This design comes from an exercise in tuning for small area, a short achievable clock period and few clock cycles on the open sky130 flow, not from production work.
Where RTL was checked, it was by simulation tests only, not by an equivalence proof against the original.

exp/onyx:
// FPU_FSM
module FPU_FSM (
  input wire clk,
  input wire reset,
  input wire start,
  input wire       sign_bit_a,
  input wire [7:0] int_part_a,
  input wire [7:0] frac_part_a,
  input wire       sign_bit_b,
  input wire [7:0] int_part_b,
  input wire [7:0] frac_part_b,
  input wire [1:0] S,  
  output wire [31:0] result,
  output wire       sign_bit_result,
  output wire [7:0] int_part_result,
  output wire [7:0] frac_part_result,
  output reg done
);
  localparam K = 3;                    
  localparam NMC = (16 + K - 1) / K;   
  localparam MW = NMC * K;             
  localparam ML = 23 - MW;             
  wire [15:0] A = {int_part_a, frac_part_a};
  wire [15:0] B = {int_part_b, frac_part_b};
  wire nzA = |A;
  wire nzB = |B;
  wire sac = sign_bit_a & nzA;
  wire sbc = sign_bit_b & nzB;
  wire eff_sub = sac ^ sbc ^ S[0];
  wire [16:0] s_ab = {1'b0, A} + {1'b0, B};
  wire [16:0] d_ab = {1'b0, A} - {1'b0, B};
  wire [15:0] d_ba = B - A;
  wire a_lt_b = d_ab[16];
  wire [16:0] M = !eff_sub ? s_ab : (a_lt_b ? {1'b0, d_ba} : d_ab);
  wire add_sign = (eff_sub & a_lt_b) ? (sbc ^ S[0]) : sac;
  wire [16:0] nin = M;
  reg [16:0] nt;
  reg [4:0] nz;
  always @(*) begin
    nt = nin;
    nz[4] = (nt[16:1] == 16'd0); if (nz[4]) nt = {nt[0], 16'd0};
    nz[3] = (nt[16:9] == 8'd0);  if (nz[3]) nt = {nt[8:0], 8'd0};
    nz[2] = (nt[16:13] == 4'd0); if (nz[2]) nt = {nt[12:0], 4'd0};
    nz[1] = (nt[16:15] == 2'd0); if (nz[1]) nt = {nt[14:0], 2'd0};
    nz[0] = ~nt[16];             if (nz[0]) nt = {nt[15:0], 1'b0};
  end
  reg [15:0] at;
  reg [3:0] az;
  always @(*) begin
    at = A;
    az[3] = (at[15:8] == 8'd0);  if (az[3]) at = {at[7:0], 8'd0};
    az[2] = (at[15:12] == 4'd0); if (az[2]) at = {at[11:0], 4'd0};
    az[1] = (at[15:14] == 2'd0); if (az[1]) at = {at[13:0], 2'd0};
    az[0] = ~at[15];             if (az[0]) at = {at[14:0], 1'b0};
  end
  reg [15:0] bt;
  reg [3:0] bz;
  always @(*) begin
    bt = B;
    bz[3] = (bt[15:8] == 8'd0);  if (bz[3]) bt = {bt[7:0], 8'd0};
    bz[2] = (bt[15:12] == 4'd0); if (bz[2]) bt = {bt[11:0], 4'd0};
    bz[1] = (bt[15:14] == 2'd0); if (bz[1]) bt = {bt[13:0], 2'd0};
    bz[0] = ~bt[15];             if (bz[0]) bt = {bt[14:0], 1'b0};
  end
  ...
clock: 22.0 ns
lec_check: 0
abc_area: 1
cap_margin: 20
core_margin: 2
core_utilization: 60
place_density: 0.72
slew_margin: 20
standard.sh (not shown) runs the stock make flow with config.mk's settings and CLKGATE_MAP_FILE= SYNTH_SCRIPT=/design/flow/synth_recipe.tcl, a recipe that flattens the netlist after the stock synthesis.
==> flow/flow/run.sh <==
#!/bin/bash
set -euo pipefail
cd "$(dirname "$0")/.."
bash standard.sh SETUP_SLACK_MARGIN=13 "BUFFER_PORTS_ARGS=-buffer_cell sky130_fd_sc_hd__buf_2" finish > standard_flow.log 2>&1
Testbench counts of exp/onyx, summed over its fixed seeds: cycles 41,078.
Setup changes, exp/onyx to exp/willow
diff --git a/flow/config.mk b/flow/config.mk
--- a/flow/config.mk
+++ b/flow/config.mk
@@ -6,8 +6,8 @@
 export NUM_CORES = 4
 export LEC_CHECK = 0
-export ABC_AREA = 1
+export ABC_AREA = 0
 export CAP_MARGIN = 20
 export CORE_MARGIN = 2
-export CORE_UTILIZATION = 60
-export PLACE_DENSITY = 0.72
+export CORE_UTILIZATION = 50
+export PLACE_DENSITY = 0.65
 export SLEW_MARGIN = 20
Results
Against exp/onyx, worst slack at placement in exp/willow came out better.
Per the comparison of exp/willow with exp/onyx, worst setup slack decreased 0.15 ns; utilization dropped 5.7 points; synthesized area per cell shows an increase of 26%.
The met1 track utilization from global routing of exp/willow is lower than that of exp/onyx.
On exp/willow: synthesized cell count is 765 lower than what exp/onyx gave.
[inputs] exp/garnet vs exp/willow
diff --git a/flow/config.mk b/flow/config.mk
--- a/flow/config.mk
+++ b/flow/config.mk
@@ -6,5 +6,5 @@
 export NUM_CORES = 4
 export LEC_CHECK = 0
-export ABC_AREA = 0
+export ABC_AREA = 1
 export CAP_MARGIN = 20
 export CORE_MARGIN = 2
Findings:
Taking exp/willow as the reference, in exp/garnet total of clock buffers placed in the layout rose 1, fraction of the mapped netlist area in simple logic gates up 15 points.
Min complex-gate fraction of the synthesized area across exp/willow and exp/garnet: exp/garnet
Compared with exp/willow, exp/garnet shows area of the die that has gone up by a few percent.
As of exp/garnet, gate count after technology mapping had risen by more than a quarter compared to exp/willow.
The inputs of exp/pepper differ from those of exp/garnet as listed below.
==> flow/flow/run.sh <==
#!/bin/bash
set -euo pipefail
cd "$(dirname "$0")/.."
bash standard.sh SETUP_SLACK_MARGIN=14 "BUFFER_PORTS_ARGS=-buffer_cell sky130_fd_sc_hd__buf_2" finish > standard_flow.log 2>&1
==> comparison <==
Looking at post-route worst setup slack across both flows, exp/pepper is the stronger of the two, with exp/garnet trailing.
Diff exp/pepper..exp/garnet | final weighted congestion in routability-driven placement | negligible
Global-route usage in exp/pepper is 2.1 points above exp/garnet.
After detailed routing, exp/garnet needs less wire than exp/pepper.

* * *

FPU_FSM, a different RTL version from the one above (not shown whole).
For scale: ~80 flip-flops, about 89 I/O pins, ~17,000 sq um of cells after synthesis.
## FPU_FSM
module FPU_FSM (
  input wire clk,
  input wire reset,
  input wire start,
  input wire       sign_bit_a,
  input wire [7:0] int_part_a,
  input wire [7:0] frac_part_a,
  input wire       sign_bit_b,
  input wire [7:0] int_part_b,
  input wire [7:0] frac_part_b,
  input wire [1:0] S,  
  output wire [31:0] result,
  output wire       sign_bit_result,
  output wire [7:0] int_part_result,
  output wire [7:0] frac_part_result,
  output reg done
);
Settings: LEC_CHECK=0, ABC_AREA=1, CAP_MARGIN=20, CORE_MARGIN=2, CORE_UTILIZATION=65, PLACE_DENSITY=0.75, SLEW_MARGIN=20; clock period 22.0 ns.
==> flow/flow/run.sh <==
#!/bin/bash
set -euo pipefail
cd "$(dirname "$0")/.."
bash standard.sh SETUP_SLACK_MARGIN=8 finish > standard_flow.log 2>&1
The first run finished clean.
Testbench counts at the start, summed over its fixed seeds: cycles 33,852.
Edit:
==> flow/flow/run.sh (replaced) <==
#!/bin/bash
set -euo pipefail
cd "$(dirname "$0")/.."
bash standard.sh SETUP_SLACK_MARGIN=12 finish > standard_flow.log 2>&1
=>
- Now the flow aborted during 5_1_grt (GRT-0116)
- area after synthesis stays the same
- synthesized cell count does not change
Edit:
==> flow/run.sh (new file) <==
#!/bin/bash
# synth_recipe.tcl (not shown) runs the flow's synth.tcl, then flattens the netlist and writes it again
# the make line also repeats each setting of config.mk as NAME=value (left out here)
make -C /OpenROAD-flow-scripts/flow DESIGN_CONFIG=/design/flow/config.mk WORK_HOME=/design/flow/orfs CLKGATE_MAP_FILE= SYNTH_SCRIPT=/design/flow/synth_recipe.tcl finish
removed: flow/flow/run.sh
removed: flow/standard.sh
After rerunning:
- The changed run passed the timing, DRC and antenna checks
- synthesized area stays the same
- synthesized cell count stays the same

* * *

== the baseline ==
Another version of the RTL of FPU_FSM (not shown whole).
Size in the first run: roughly 89 I/O pins, about 0.018 mm2 of cells after synthesis.
==> flow/design.v (excerpt) <==
module FPU_FSM (
  input wire clk,
  input wire reset,
  input wire start,
  input wire       sign_bit_a,
  input wire [7:0] int_part_a,
  input wire [7:0] frac_part_a,
  input wire       sign_bit_b,
  input wire [7:0] int_part_b,
  input wire [7:0] frac_part_b,
  input wire [1:0] S,  
  output wire [31:0] result,
  output wire       sign_bit_result,
  output wire [7:0] int_part_result,
  output wire [7:0] frac_part_result,
  output reg done
);
export LEC_CHECK = 0
export ABC_AREA = 1
export CAP_MARGIN = 20
export CORE_MARGIN = 2
export CORE_UTILIZATION = 50
export PLACE_DENSITY = 0.65
export SLEW_MARGIN = 20
create_clock -name core_clock -period 22.0 [get_ports {clk}]
==> flow/flow/run.sh <==
#!/bin/bash
set -euo pipefail
cd "$(dirname "$0")/.."
bash standard.sh SETUP_SLACK_MARGIN=12 "BUFFER_PORTS_ARGS=-buffer_cell sky130_fd_sc_hd__buf_2" finish > standard_flow.log 2>&1
The baseline closes out successfully: all stages finished, all timing, DRC and antenna checks passed.
--- input diff the baseline..the candidate ---
==> flow/flow/run.sh <==
#!/bin/bash
set -euo pipefail
cd "$(dirname "$0")/.."
bash standard.sh SETUP_SLACK_MARGIN=13 finish > standard_flow.log 2>&1
### Flow results
Density: the candidate denser than the baseline
Compared with the baseline, the candidate shows a global-route usage that is 0.47 points higher.
Total clock buffers created by CTS: the baseline vs the candidate identical
Looking only at worst max-slew margin expressed relative to the limit, and setting everything else aside, the higher value of the candidate and the baseline goes to the candidate.
The area taken by flip-flops and latches of the candidate and that of the baseline are within noise of each other.
No functional check of the RTL was part of any run of this note.

* * *

== S ==
FPU_FSM, a different RTL version from the one above (not shown whole).
For scale: roughly 3100 cells after synthesis, about 89 I/O pins, about 17000 µm² of cells after synthesis.
==> flow/config.mk <==
export PLATFORM = sky130hd
export DESIGN_NAME = FPU_FSM
export DESIGN_NICKNAME = FPU_FSM
export VERILOG_FILES = /design/flow/design.v
export SDC_FILE = /design/flow/constraint.sdc
export NUM_CORES = 4
export LEC_CHECK = 0
export ABC_AREA = 1
export CAP_MARGIN = 20
export CORE_MARGIN = 2
export CORE_UTILIZATION = 50
export PLACE_DENSITY = 0.65
export SLEW_MARGIN = 20
==> flow/constraint.sdc <==
create_clock -name core_clock -period 22.0 [get_ports {clk}]
set_input_delay 4.4000 -clock core_clock [delete_from_list [all_inputs] [get_ports {clk}]]
set_output_delay 4.4000 -clock core_clock [all_outputs]
set_load 0.01 [all_outputs]
==> flow/flow/run.sh <==
#!/bin/bash
set -euo pipefail
cd "$(dirname "$0")/.."
bash standard.sh SETUP_SLACK_MARGIN=14 finish > standard_flow.log 2>&1
Testbench counts of S, summed over its fixed seeds: cycles 41,078.
## Diff of input files: T against S
==> flow/flow/run.sh <==
#!/bin/bash
set -euo pipefail
cd "$(dirname "$0")/.."
bash standard.sh SETUP_SLACK_MARGIN=12 finish > standard_flow.log 2>&1
Results
- Arrival time of the worst setup path: T and S compared, lower one is S
- T was carried through to the last stage, and its layout satisfied the timing, DRC and antenna checks.
- Least setup slack across all paths after layout came out lower on T than on S.
- Reported for T and S, xor and xnor fraction of the mapped netlist area turned out identical to the last digit.
- Changes observed in T relative to S: post-place instance area saw a decrease; maximum frequency decreased by about 11% relative to the old numbers.

[separate check: timing with driven ports]
The results above use ideal ports. As a check the final layouts listed here were re-extracted and re-timed, cells and wires unchanged. Step 1 assumes that a clkbuf_16 drives the clock port and a buf_2 every other input. Step 2 also shifts input and output timing later by t, the mid clock arrival at the registers, as if the neighbouring blocks saw the same clock. a / b / c = ideal / step 1 / step 2; a / b = the first two.
run	t (ns)	setup slack, ns	latest minus earliest clock arrival (ns)	cell pins on the clock port's net
exp/onyx	0.389	13.189 / 13.207 / 12.819	0.014 / 0.013	1
exp/willow	0.404	13.042 / 13.060 / 12.656	0.014 / 0.014	1
exp/garnet	0.402	13.316 / 13.341 / 12.938	0.012 / 0.013	1
exp/pepper	0.388	13.757 / 13.746 / 13.358	0.010 / 0.010	1
the first run of note 2	0.402	8.532 / 8.558 / 8.155	0.013 / 0.013	1
the third run of note 2	0.406	6.252 / 6.252 / 6.252	0.015 / 0.015	1
the baseline	0.394	12.495 / 12.522 / 12.129	0.013 / 0.013	1
the candidate	0.399	13.123 / 13.076 / 12.807	0.024 / 0.024	1
S	0.413	13.433 / 13.386 / 13.363	0.018 / 0.018	1
T	0.395	12.347 / 12.304 / 12.054	0.016 / 0.015	1
After both steps every run listed still meets setup and hold. The setup slack of exp/pepper, which loses most, moves by -0.011 ns with the drivers and by -0.399 ns with both steps.
